Background: an optimization exercise with open tools, aiming at small area. Do not read the settings as production practice. Only simulation tests tie the RTL to the original design; equivalence was not proved. The flow treats the clock pin as an ideal source. Dropping or thinning the clock tree relies on that and would not hold on a real chip. No activity file was given, so power comes from the tool's default toggle rates.

== alpha ==
==> flow/design.v <==
module Clock(clk, reset, tick1, tick2);
input clk, reset;
output tick1, tick2;
reg [5:0] p;
reg [8:0] q;
assign tick1 = ~p[0] & p[1] & p[2] & ~p[3] & p[4];
assign tick2 = ~q[0] & q[1] & q[3] & ~q[4] & q[6] & q[7] & q[8];
always @(posedge clk or posedge reset) begin
    if (reset) begin
        p <= 6'b010001;
        q <= 9'b101101011;
    end else begin
        p <= {p[4:0], p[5] ^ p[0] ^ tick1};
        q <= {q[7:0], q[8] ^ q[3] ^ tick2};
    end
end
endmodule
module counter(clk, tick2, reset, sec_chuc, sec_dv, min_chuc, min_dv, hour_chuc, hour_dv);
input clk, tick2, reset;
output [3:0] sec_chuc, sec_dv, min_chuc, min_dv, hour_chuc, hour_dv;
reg [2:0] sc, mc;
reg [3:0] sd, md, hd;
reg [1:0] hc;
assign sec_chuc = {1'b0, sc};
assign sec_dv = sd;
assign min_chuc = {1'b0, mc};
assign min_dv = md;
assign hour_chuc = {2'b00, hc};
assign hour_dv = hd;
wire sd9 = (sd == 4'd9);
wire sc5 = (sc == 3'd5);
wire md9 = (md == 4'd9);
wire mc5 = (mc == 3'd5);
wire hwrap = (hc == 2'd2) && (hd == 4'd3);
wire hd9 = (hd == 4'd9);
always @(posedge clk or posedge reset) begin
    if (reset) begin
        sc <= 0; sd <= 0; mc <= 0; md <= 0; hc <= 0; hd <= 0;
    end else if (tick2) begin
        begin
            sd <= sd9 ? 4'd0 : sd + 4'd1;
            if (sd9) begin
                sc <= sc5 ? 3'd0 : sc + 3'd1;
                if (sc5) begin
                    md <= md9 ? 4'd0 : md + 4'd1;
                    if (md9) begin
                        mc <= mc5 ? 3'd0 : mc + 3'd1;
                        if (mc5) begin
                            if (hwrap) begin
                                hc <= 2'd0; hd <= 4'd0;
                            end else begin
                                hd <= hd9 ? 4'd0 : hd + 4'd1;
                                if (hd9) hc <= hc + 2'd1;
                            end
                        end
                    end
                end
            end
        end
    end
end
endmodule
module tm1638(clk, tick1, tick2, reset, stb, dio, sclk, data_check,
              sec_chuc, sec_dv, min_chuc, min_dv, hour_chuc, hour_dv);
input clk, tick1, tick2, reset;
output stb, dio, sclk;
output [7:0] data_check;
input [3:0] sec_chuc, sec_dv, min_chuc, min_dv, hour_chuc, hour_dv;
reg [2:0] g;
reg [1:0] s;
reg [3:0] u;
reg [3:0] sample;    
reg [2:0] lsc;       
reg [3:0] lsd;
reg roll;            
wire inbyte = ~s[1];
wire [2:0] b = u[3:1];
reg [3:0] x;
always @* begin
    case (g)
        3'd0: x = sec_chuc;
        3'd1: x = sec_dv;
        3'd2: x = min_chuc;
        3'd3: x = min_dv;
        3'd4: x = hour_chuc;
        3'd5: x = hour_dv;
        default: x = 4'd0;
    endcase
end
wire min0 = (min_chuc == 4'd0) && (min_dv == 4'd0);
wire hour0 = (hour_chuc == 4'd0) && (hour_dv == 4'd0);
reg [3:0] lx;
always @* begin
    case (g)
        3'd0: lx = {1'b0, lsc};
        3'd1: lx = lsd;
        3'd2: lx = (roll && min_dv == 4'd0) ? ((x == 4'd0) ? 4'd5 : x - 4'd1) : x;
        3'd3: lx = roll ? ((x == 4'd0) ? 4'd9 : x - 4'd1) : x;
        3'd4: lx = (roll && min0 && hour_dv == 4'd0) ? ((x == 4'd0) ? 4'd2 : x - 4'd1) : x;
        3'd5: lx = (roll && min0) ? ((x == 4'd0) ? (hour0 ? 4'd3 : 4'd9) : x - 4'd1) : x;
        default: lx = 4'd0;
    endcase
end
reg [7:0] cmd;
always @* begin
    case (g)
        3'd7: cmd = 8'h44;
        3'd6: cmd = 8'h8f;
        default: cmd = {4'hc, g, 1'b0};
    endcase
end
wire [7:0] dseg, cseg;
sseg sseg_d(lx, dseg);
sseg sseg_c(sample, cseg);
wire [7:0] byte_out = s[0] ? dseg : cmd;
assign stb = s[1] & ((u == 4'd0) | ((g == 3'd6) & (u == 4'd1)));
assign sclk = ~(inbyte & ~u[0]);
assign dio = inbyte ? byte_out[b] : (s[1] & (g == 3'd6) & (u == 4'd0));
assign data_check = s[1] ? 8'h00 : (s[0] ? cseg : cmd);
wire start_next = s[1] & (g == 3'd6) & (u == 4'd1);
always @(posedge clk or posedge reset) begin
    if (reset) begin
        g <= 3'd6; s <= 2'd2; u <= 4'd1;
    end else if (tick1) begin
        if (inbyte) begin
            u <= u + 4'd1;
            if (u == 4'd15)
                s <= (s[0] | g[2] & g[1]) ? 2'd2 : 2'd1;
        end else begin
            if ((u[0] & (g != 3'd6)) | u[1]) begin
                u <= 4'd0; s <= 2'd0; g <= g + 3'd1;
            end else
                u <= u + 4'd1;
        end
    end
end
always @(posedge clk) begin
    if (tick1) begin
        sample <= x;
        if (start_next) begin
            lsc <= sec_chuc[2:0];
            lsd <= sec_dv;
            roll <= 1'b0;
        end
    end else if (tick2 && sec_chuc == 4'd5 && sec_dv == 4'd9)
        roll <= 1'b1;
end
endmodule
module sseg(d, seg);
input [3:0] d;
output [7:0] seg;
assign seg[0] = d[3] | d[1] | ~(d[2] ^ d[0]);
assign seg[1] = ~d[2] | ~(d[1] ^ d[0]);
assign seg[2] = d[2] | ~d[1] | d[0];
assign seg[3] = d[3] | (~d[2] & ~d[0]) | (~d[2] & d[1]) | (d[1] & ~d[0]) | (d[2] & ~d[1] & d[0]);
assign seg[4] = ~d[0] & (~d[2] | d[1]);
assign seg[5] = d[3] | (~d[1] & ~d[0]) | (d[2] & ~d[1]) | (d[2] & ~d[0]);
assign seg[6] = d[3] | (d[2] ^ d[1]) | (d[1] & ~d[0]);
assign seg[7] = 1'b0;
endmodule
module mainblock(clk_50M, reset, dio, sclk, stb, data_check, sec_chuc, sec_dv, min_chuc, min_dv, hour_chuc, hour_dv);
input clk_50M, reset;
output wire [3:0] sec_chuc, sec_dv, min_chuc, min_dv, hour_chuc, hour_dv;
output wire dio, stb, sclk;
output wire [7:0] data_check;
wire tick1, tick2;
Clock Clock(clk_50M, reset, tick1, tick2);
tm1638 tm1638(clk_50M, tick1, tick2, reset, stb, dio, sclk, data_check, sec_chuc, sec_dv, min_chuc, min_dv, hour_chuc, hour_dv);
counter counter(clk_50M, tick2, reset, sec_chuc, sec_dv, min_chuc, min_dv, hour_chuc, hour_dv);
endmodule
==> flow/config.mk <==
export PLATFORM = sky130hd
export DESIGN_NAME = mainblock
export DESIGN_NICKNAME = mainblock
export VERILOG_FILES = /design/flow/design.v
export SDC_FILE = /design/flow/constraint.sdc
export NUM_CORES = 4
export LEC_CHECK = 0
export ABC_AREA = 1
export CAP_MARGIN = 20
export CORE_MARGIN = 2
export CORE_UTILIZATION = 40
export SLEW_MARGIN = 20
==> flow/constraint.sdc <==
create_clock -name core_clock -period 20.0 [get_ports {clk_50M}]
set_input_delay 4.0000 -clock core_clock [delete_from_list [all_inputs] [get_ports {clk_50M}]]
set_output_delay 4.0000 -clock core_clock [all_outputs]
set_load 0.01 [all_outputs]
standard.sh (not shown) runs the stock make flow with config.mk's settings and CLKGATE_MAP_FILE= SYNTH_SCRIPT=/design/flow/synth_recipe.tcl, a recipe that flattens the netlist after the stock synthesis.
==> flow/flow/run.sh <==
#!/bin/bash
# Own layout flow: the standard synthesis, then its combinational logic
# re-mapped by ABC for area (registers kept as they are), then the standard
# layout with small port buffers. Each tool's output goes to a log here.
set -u
W=$(pwd)
R=$W/orfs/results/$FLOW_PLATFORM/mainblock/base
LIB=$FLOW_HOME/platforms/sky130hd/lib/sky130_fd_sc_hd__tt_025C_1v80.lib
YOSYS=$(command -v yosys || echo $FLOW_HOME/../tools/install/yosys/bin/yosys)

bash standard.sh synth > $W/log_1_standard_synth.log 2>&1 || exit 1
cp $R/1_2_yosys.v $W/std_1_2_yosys.v

sed -e "s|@LIB@|$LIB|g" -e "s|@IN@|$W/std_1_2_yosys.v|g" -e "s|@OUT@|$W/resynth.v|g" \
    -e "s|@ABC@|$W/flow/area.abc|g" $W/flow/resynth.ys > $W/resynth.ys
if timeout 600 $YOSYS -s $W/resynth.ys > $W/log_2_resynth.log 2>&1 \
   && python3 $W/flow/sameregs.py $W/std_1_2_yosys.v $W/resynth.v > $W/log_3_sameregs.log 2>&1; then
    cp $W/resynth.v $R/1_2_yosys.v
    rm -f $R/1_synth.odb
    echo "using the re-mapped netlist" >> $W/log_3_sameregs.log
else
    echo "keeping the standard netlist" >> $W/log_3_sameregs.log
fi

export BUFFER_PORTS_ARGS="-buffer_cell sky130_fd_sc_hd__buf_1"
[ -f $W/flow/env.sh ] && source $W/flow/env.sh
bash standard.sh finish > $W/log_4_standard_finish.log 2>&1 || exit 1
==> flow/flow/env.sh <==
# clock tree: one cluster of all registers, no dummy loads
export CTS_ARGS="-root_buf sky130_fd_sc_hd__clkbuf_16 -buf_list sky130_fd_sc_hd__clkbuf_16 -sink_clustering_enable -sink_clustering_size 60 -sink_clustering_max_diameter 500 -dont_use_dummy_load -repair_clock_nets"
Other scripts of this flow, unchanged in this note and not shown: flow/flow/area.abc, flow/flow/resynth.ys, flow/flow/sameregs.py
Looking at the reports, alpha completed the entire flow and the layout it produced met the timing, DRC and antenna checks.
--- input diff alpha..beta ---
diff --git a/flow/flow/run.sh b/flow/flow/run.sh
--- a/flow/flow/run.sh
+++ b/flow/flow/run.sh
@@ -14,5 +14,5 @@
 sed -e "s|@LIB@|$LIB|g" -e "s|@IN@|$W/std_1_2_yosys.v|g" -e "s|@OUT@|$W/resynth.v|g" \
     -e "s|@ABC@|$W/flow/area.abc|g" $W/flow/resynth.ys > $W/resynth.ys
-if timeout 600 $YOSYS -s $W/resynth.ys > $W/log_2_resynth.log 2>&1 \
+if timeout 600 $YOSYS -c /dev/null -s $W/resynth.ys > $W/log_2_resynth.log 2>&1 \
    && python3 $W/flow/sameregs.py $W/std_1_2_yosys.v $W/resynth.v > $W/log_3_sameregs.log 2>&1; then
     cp $W/resynth.v $R/1_2_yosys.v
@@ -24,4 +24,3 @@
 
 export BUFFER_PORTS_ARGS="-buffer_cell sky130_fd_sc_hd__buf_1"
-[ -f $W/flow/env.sh ] && source $W/flow/env.sh
 bash standard.sh finish > $W/log_4_standard_finish.log 2>&1 || exit 1
removed: flow/flow/env.sh
==> comparison <==
Against alpha, beta reports a full die area that is higher.
beta ended up with a higher worst setup slack before clock tree synthesis than alpha did.
Global routing met1 resource utilization for beta: 1.2 points up relative to alpha
beta vs alpha: wire length after detailed routing up in beta
Re switching power total: alpha was lower than beta.
In the metrics for beta and alpha, the one carrying the higher total routing resource utilization after global routing is beta.
The minimum setup slack in the final design of beta is higher than that of alpha.
What beta reported for post-synthesis instance total has to be multiplied by 0.56 to get the figure for alpha.

---

Starts from the design.v that is shown in full above.
export LEC_CHECK = 0
export ABC_AREA = 1
export CAP_MARGIN = 20
export CORE_MARGIN = 2
export CORE_UTILIZATION = 40
export SLEW_MARGIN = 20
create_clock -name core_clock -period 20.0 [get_ports {clk_50M}]
run.sh (not shown) runs the stock make flow with config.mk's settings and CLKGATE_MAP_FILE= SYNTH_SCRIPT=/design/flow/synth_recipe.tcl, a recipe that flattens the netlist after the stock synthesis.
Stock flow here: none of the scripts above is used.
Next try:
==> flow/flow/run.sh (new file) <==
#!/bin/bash
# Own layout flow: the standard synthesis, then its combinational logic
# re-mapped by ABC for area (registers kept as they are), then the standard
# layout with small port buffers. Each tool's output goes to a log here.
set -u
W=$(pwd)
R=$W/orfs/results/$FLOW_PLATFORM/mainblock/base
LIB=$FLOW_HOME/platforms/sky130hd/lib/sky130_fd_sc_hd__tt_025C_1v80.lib
YOSYS=$(command -v yosys || echo $FLOW_HOME/../tools/install/yosys/bin/yosys)

bash standard.sh synth > $W/log_1_standard_synth.log 2>&1 || exit 1
cp $R/1_2_yosys.v $W/std_1_2_yosys.v

sed -e "s|@LIB@|$LIB|g" -e "s|@IN@|$W/std_1_2_yosys.v|g" -e "s|@OUT@|$W/resynth.v|g" \
    -e "s|@ABC@|$W/flow/area.abc|g" $W/flow/resynth.ys > $W/resynth.ys
if timeout 600 $YOSYS -s $W/resynth.ys > $W/log_2_resynth.log 2>&1 \
   && python3 $W/flow/sameregs.py $W/std_1_2_yosys.v $W/resynth.v > $W/log_3_sameregs.log 2>&1; then
    cp $W/resynth.v $R/1_2_yosys.v
    rm -f $R/1_synth.odb
    echo "using the re-mapped netlist" >> $W/log_3_sameregs.log
else
    echo "keeping the standard netlist" >> $W/log_3_sameregs.log
fi

export BUFFER_PORTS_ARGS="-buffer_cell sky130_fd_sc_hd__buf_1"
bash standard.sh finish > $W/log_4_standard_finish.log 2>&1 || exit 1
==> flow/flow/area.abc (new file) <==
strash
&get -n
&deepsyn -T 20
&put
&get -n
&dch -f
&nf -R 1000
&put
==> flow/flow/resynth.ys (new file) <==
read_liberty -ignore_miss_func -ignore_miss_dir @LIB@
read_verilog @IN@
hierarchy -top mainblock
setattr -mod -set keep_hierarchy 1 sky130_fd_sc_hd__df* sky130_fd_sc_hd__edf* sky130_fd_sc_hd__sdf* sky130_fd_sc_hd__dl*
flatten
rename -hide w:*.*
select mainblock
opt -purge
abc -liberty @LIB@ -dont_use *lpflow* -dont_use *probe* -script @ABC@
opt_clean -purge
setundef -zero
splitnets
opt_clean -purge
hilomap -hicell sky130_fd_sc_hd__conb_1 HI -locell sky130_fd_sc_hd__conb_1 LO
opt_clean -purge
write_verilog -noattr -nohex -nodec -selected @OUT@
==> flow/flow/sameregs.py (new file) <==
# Check that two netlists hold the same registers: same instance names and cell types.
import re, sys
def regs(path):
    t = open(path).read()
    return sorted(re.findall(r'^\s*(sky130_fd_sc_hd__(?:df|edf|sdf|dl)\w*)\s+(\S+)\s*\(', t, re.M))
a, b = regs(sys.argv[1]), regs(sys.argv[2])
print(len(a), "registers in the standard netlist,", len(b), "in the re-mapped one")
if a != b or not a:
    print("registers differ")
    sys.exit(1)
print("same registers")
==> flow/standard.sh (new file) <==
#!/bin/bash
# synth_recipe.tcl (not shown) runs the flow's synth.tcl, then flattens the netlist and writes it again
# the make line also repeats each setting of config.mk as NAME=value (left out here)
make -C /OpenROAD-flow-scripts/flow DESIGN_CONFIG=/design/flow/config.mk WORK_HOME=/design/flow/orfs CLKGATE_MAP_FILE= SYNTH_SCRIPT=/design/flow/synth_recipe.tcl "${@:-finish}"
removed: flow/run.sh
Worst setup slack gains 0.035 ns.
Via count shrinks by a quarter to a third.
Utilization grows by 0.86 points.
Sequential share of layout area grows by 14 points.
Area after synthesis shrinks by a quarter to a third.
Design area shrinks by a quarter to a third.
Clock skew is about the same.
Total power grows by a few percent.
Non-clock buffer count grows by 2.
Hold slack stays flat.
Combinational power shrinks by a few percent.

---

exp/nickel:
Another version of the RTL of mainblock (not shown whole).
For scale: ~270 cells after synthesis, about 2600 sq um of cells after synthesis.
## mainblock
module mainblock(clk_50M, reset, dio, sclk, stb, data_check, sec_chuc, sec_dv, min_chuc, min_dv, hour_chuc, hour_dv);
clock: 20.0 ns
lec_check: 0
abc_area: 1
cap_margin: 20
core_margin: 2
core_utilization: 65
slew_margin: 20
standard.sh (not shown) runs the stock make flow with config.mk's settings and CLKGATE_MAP_FILE= SYNTH_SCRIPT=/design/flow/synth_recipe.tcl, a recipe that flattens the netlist after the stock synthesis.
==> flow/flow/run.sh <==
#!/bin/bash
# Own layout flow: the standard synthesis, then its combinational logic
# re-mapped by ABC for area (registers kept as they are), then the standard
# layout with small port buffers. Each tool's output goes to a log here.
set -u
W=$(pwd)
R=$W/orfs/results/$FLOW_PLATFORM/mainblock/base
LIB=$FLOW_HOME/platforms/sky130hd/lib/sky130_fd_sc_hd__tt_025C_1v80.lib
YOSYS=$(command -v yosys || echo $FLOW_HOME/../tools/install/yosys/bin/yosys)

bash standard.sh synth > $W/log_1_standard_synth.log 2>&1 || exit 1
cp $R/1_2_yosys.v $W/std_1_2_yosys.v

if python3 $W/flow/resynth.py $W/std_1_2_yosys.v $W/resynth.v $LIB $YOSYS $W > $W/log_2_resynth.log 2>&1; then
    cp $W/resynth.v $R/1_2_yosys.v
    rm -f $R/1_synth.odb
    echo "using the re-mapped netlist" >> $W/log_2_resynth.log
else
    echo "keeping the standard netlist" >> $W/log_2_resynth.log
fi

export BUFFER_PORTS_ARGS="-buffer_cell sky130_fd_sc_hd__buf_1"
[ -f $W/flow/env.sh ] && source $W/flow/env.sh

# placement, then the clock buffers by hand (flow/cts.tcl), then the rest
manual=0
if [ -n "${MANUAL_CTS_BUFFERS:-}" ]; then
    bash standard.sh place > $W/log_4_standard_place.log 2>&1 || exit 1
    if bash standard.sh run RUN_SCRIPT=$W/flow/cts.tcl RUN_LOG_NAME_STEM=4_1_cts_manual > $W/log_5_manual_cts.log 2>&1 \
       && [ -f $R/4_1_cts.odb ]; then
        manual=1
    else
        rm -f $R/4_1_cts.odb $R/4_cts.odb $R/4_cts.sdc
    fi
fi
bash standard.sh finish > $W/log_6_standard_finish.log 2>&1 || exit 1

# if the hand-made clock tree leaves a register clock pin with too slow a
# slew, lay out again from the clock tree step with ORFS's own
if [ $manual = 1 ]; then
    bash standard.sh run RUN_SCRIPT=$W/flow/clkslew.tcl RUN_LOG_NAME_STEM=6_clkslew > $W/log_7_clkslew.log 2>&1
    slew=$(sed -n 's/^CLKSLEW //p' $W/log_7_clkslew.log | tail -1)
    if ! python3 -c "import sys; sys.exit(0 if float('$slew') <= 0.120 else 1)" 2>/dev/null; then
        echo "clock pin slew $slew too slow: standard clock tree" >> $W/log_7_clkslew.log
        bash standard.sh clean_cts > $W/log_8_clean_cts.log 2>&1
        rm -f $R/4_1_cts.odb $R/4_cts.odb $R/4_cts.sdc
        bash standard.sh finish > $W/log_9_standard_finish_again.log 2>&1 || exit 1
    fi
fi
==> flow/flow/env.sh <==
# clock tree: clkbuf_8 buffers only, no dummy loads
export CTS_ARGS="-root_buf sky130_fd_sc_hd__clkbuf_8 -buf_list sky130_fd_sc_hd__clkbuf_8 -sink_clustering_enable -sink_clustering_size 60 -sink_clustering_max_diameter 500 -dont_use_dummy_load -repair_clock_nets"
export MANUAL_CTS_BUFFERS=3
export MANUAL_CTS_CELL=sky130_fd_sc_hd__buf_8
Other scripts of this flow, unchanged in this note and not shown: flow/flow/clkbufs.tcl, flow/flow/clkslew.tcl, flow/flow/cts.tcl, flow/flow/resynth.py, flow/flow/resynth.ys
Setup changes, exp/nickel to exp/yarrow
- CORE_UTILIZATION now 80, was 65
-- flow/flow/env.sh --
<<< exp/nickel, line 3
export MANUAL_CTS_BUFFERS=3
export MANUAL_CTS_CELL=sky130_fd_sc_hd__buf_8
>>> exp/yarrow, line 3
export MANUAL_CTS_BUFFERS=4
export MANUAL_CTS_CELL=sky130_fd_sc_hd__buf_4
## What came out
Delta (exp/yarrow minus exp/nickel): final period utilization went up, register-to-register slack went down, layout overhead on the synthesized area went up, clock period minus worst slack went up.
[inputs] exp/harbor vs exp/yarrow
- a change of CORE_UTILIZATION from 80 to 65
-- flow/flow/env.sh --
<<< exp/yarrow, line 3
export MANUAL_CTS_BUFFERS=4
export MANUAL_CTS_CELL=sky130_fd_sc_hd__buf_4
>>> exp/harbor, line 3
export MANUAL_CTS_BUFFERS=3
export MANUAL_CTS_CELL=sky130_fd_sc_hd__clkbuf_8
## What came out
On exp/harbor: arrival time of the worst setup path is 640 ps lower than what exp/yarrow gave. Changes observed in exp/harbor relative to exp/yarrow: portion of total power attributed to combinational logic shows no meaningful change; slew at the pin closest to its max-slew limit lost 33 ps. Relative to exp/yarrow, post-synthesis to final-layout area growth has gone up in exp/harbor. End-of-flow core utilization in exp/harbor is 16 points below exp/yarrow.
Changes in exp/xenon relative to exp/harbor:
-- flow/flow/env.sh --
<<< exp/harbor, line 3
export MANUAL_CTS_BUFFERS=3
export MANUAL_CTS_CELL=sky130_fd_sc_hd__clkbuf_8
>>> exp/xenon, line 3
export MANUAL_CTS_BUFFERS=4
export MANUAL_CTS_CELL=sky130_fd_sc_hd__buf_6
==> run notes <==
Relative to exp/harbor, sequential share of cell area has gone up in exp/xenon. exp/xenon vs exp/harbor — register-to-register slack rose 40 ps. On first-pass GRT wire length, exp/harbor and exp/xenon are neck and neck. Compared exp/harbor against exp/xenon; wire length within noise. On net switching share of the total power, the lower figure sits with exp/xenon, not exp/harbor. From exp/xenon to exp/harbor, buffer and inverter count on the worst path did not move at all.
Here is what was changed in the inputs of exp/raven compared with exp/xenon.
- swapping 65 for 40 in CORE_UTILIZATION
-- flow/flow/env.sh --
<<< exp/xenon, line 3
export MANUAL_CTS_BUFFERS=4
export MANUAL_CTS_CELL=sky130_fd_sc_hd__buf_6
>>> exp/raven, line 3
export MANUAL_CTS_BUFFERS=3
export MANUAL_CTS_CELL=sky130_fd_sc_hd__clkbuf_8
### Flow results
Final-layout worst hold slack essentially unchanged between exp/xenon and exp/raven.
The lower routed wire length per instance of exp/xenon and exp/raven is in exp/raven.
exp/raven against exp/xenon; reported leakage power is up slightly.
Wire length of the first global-routing pass (exp/raven / exp/xenon): 1.08
exp/raven vs exp/xenon — total routed wirelength climbed by a few percent
Across both runs, routing usage on met1 was lower for exp/raven than for exp/xenon.
From exp/xenon to exp/raven the numbers moved as follows: sequential cell area share lost 1.0 points, worst-case setup margin in the final layout lost 93 ps, design area picked up an extra 60 sq um.
The clock cells of exp/nickel and exp/xenon come from the design's own scripts or RTL, not from TritonCTS.

[re-timing with driven ports]
How much do the figures lean on ideal ports? The routed layouts below were timed once more, with nothing changed but the port constraints.
Step 1: set_driving_cell puts a clkbuf_16 on clk_50M and a buf_2 on each other input, an assumption about the parent block.
Step 2 times the ports against the registers' clock, not the clock port: input delays grow and output delays shrink by t, the midpoint of the rising clock arrivals with the driver on.
Slacks: ideal / step 1 / step 2; pairs: ideal / step 1.
run	t (ns)	setup slack, ns	worst setup path after step 2
alpha	0.321	11.630 / 11.597 / 11.918	register to output
beta	0.343	11.920 / 11.890 / 12.232	register to output
the first run of note 2	0.348	11.521 / 11.489 / 11.838	register to output
the second run of note 2	0.341	11.556 / 11.528 / 11.868	register to output
exp/nickel	0.185	11.603 / 11.548 / 11.733	register to output
exp/yarrow	0.328	10.840 / 10.814 / 11.141	register to output
exp/harbor	0.324	11.484 / 11.454 / 11.778	register to output
exp/xenon	0.179	11.629 / 11.570 / 11.749	register to output
exp/raven	0.332	11.536 / 11.508 / 11.840	register to output
After both steps every run listed still meets setup and hold.
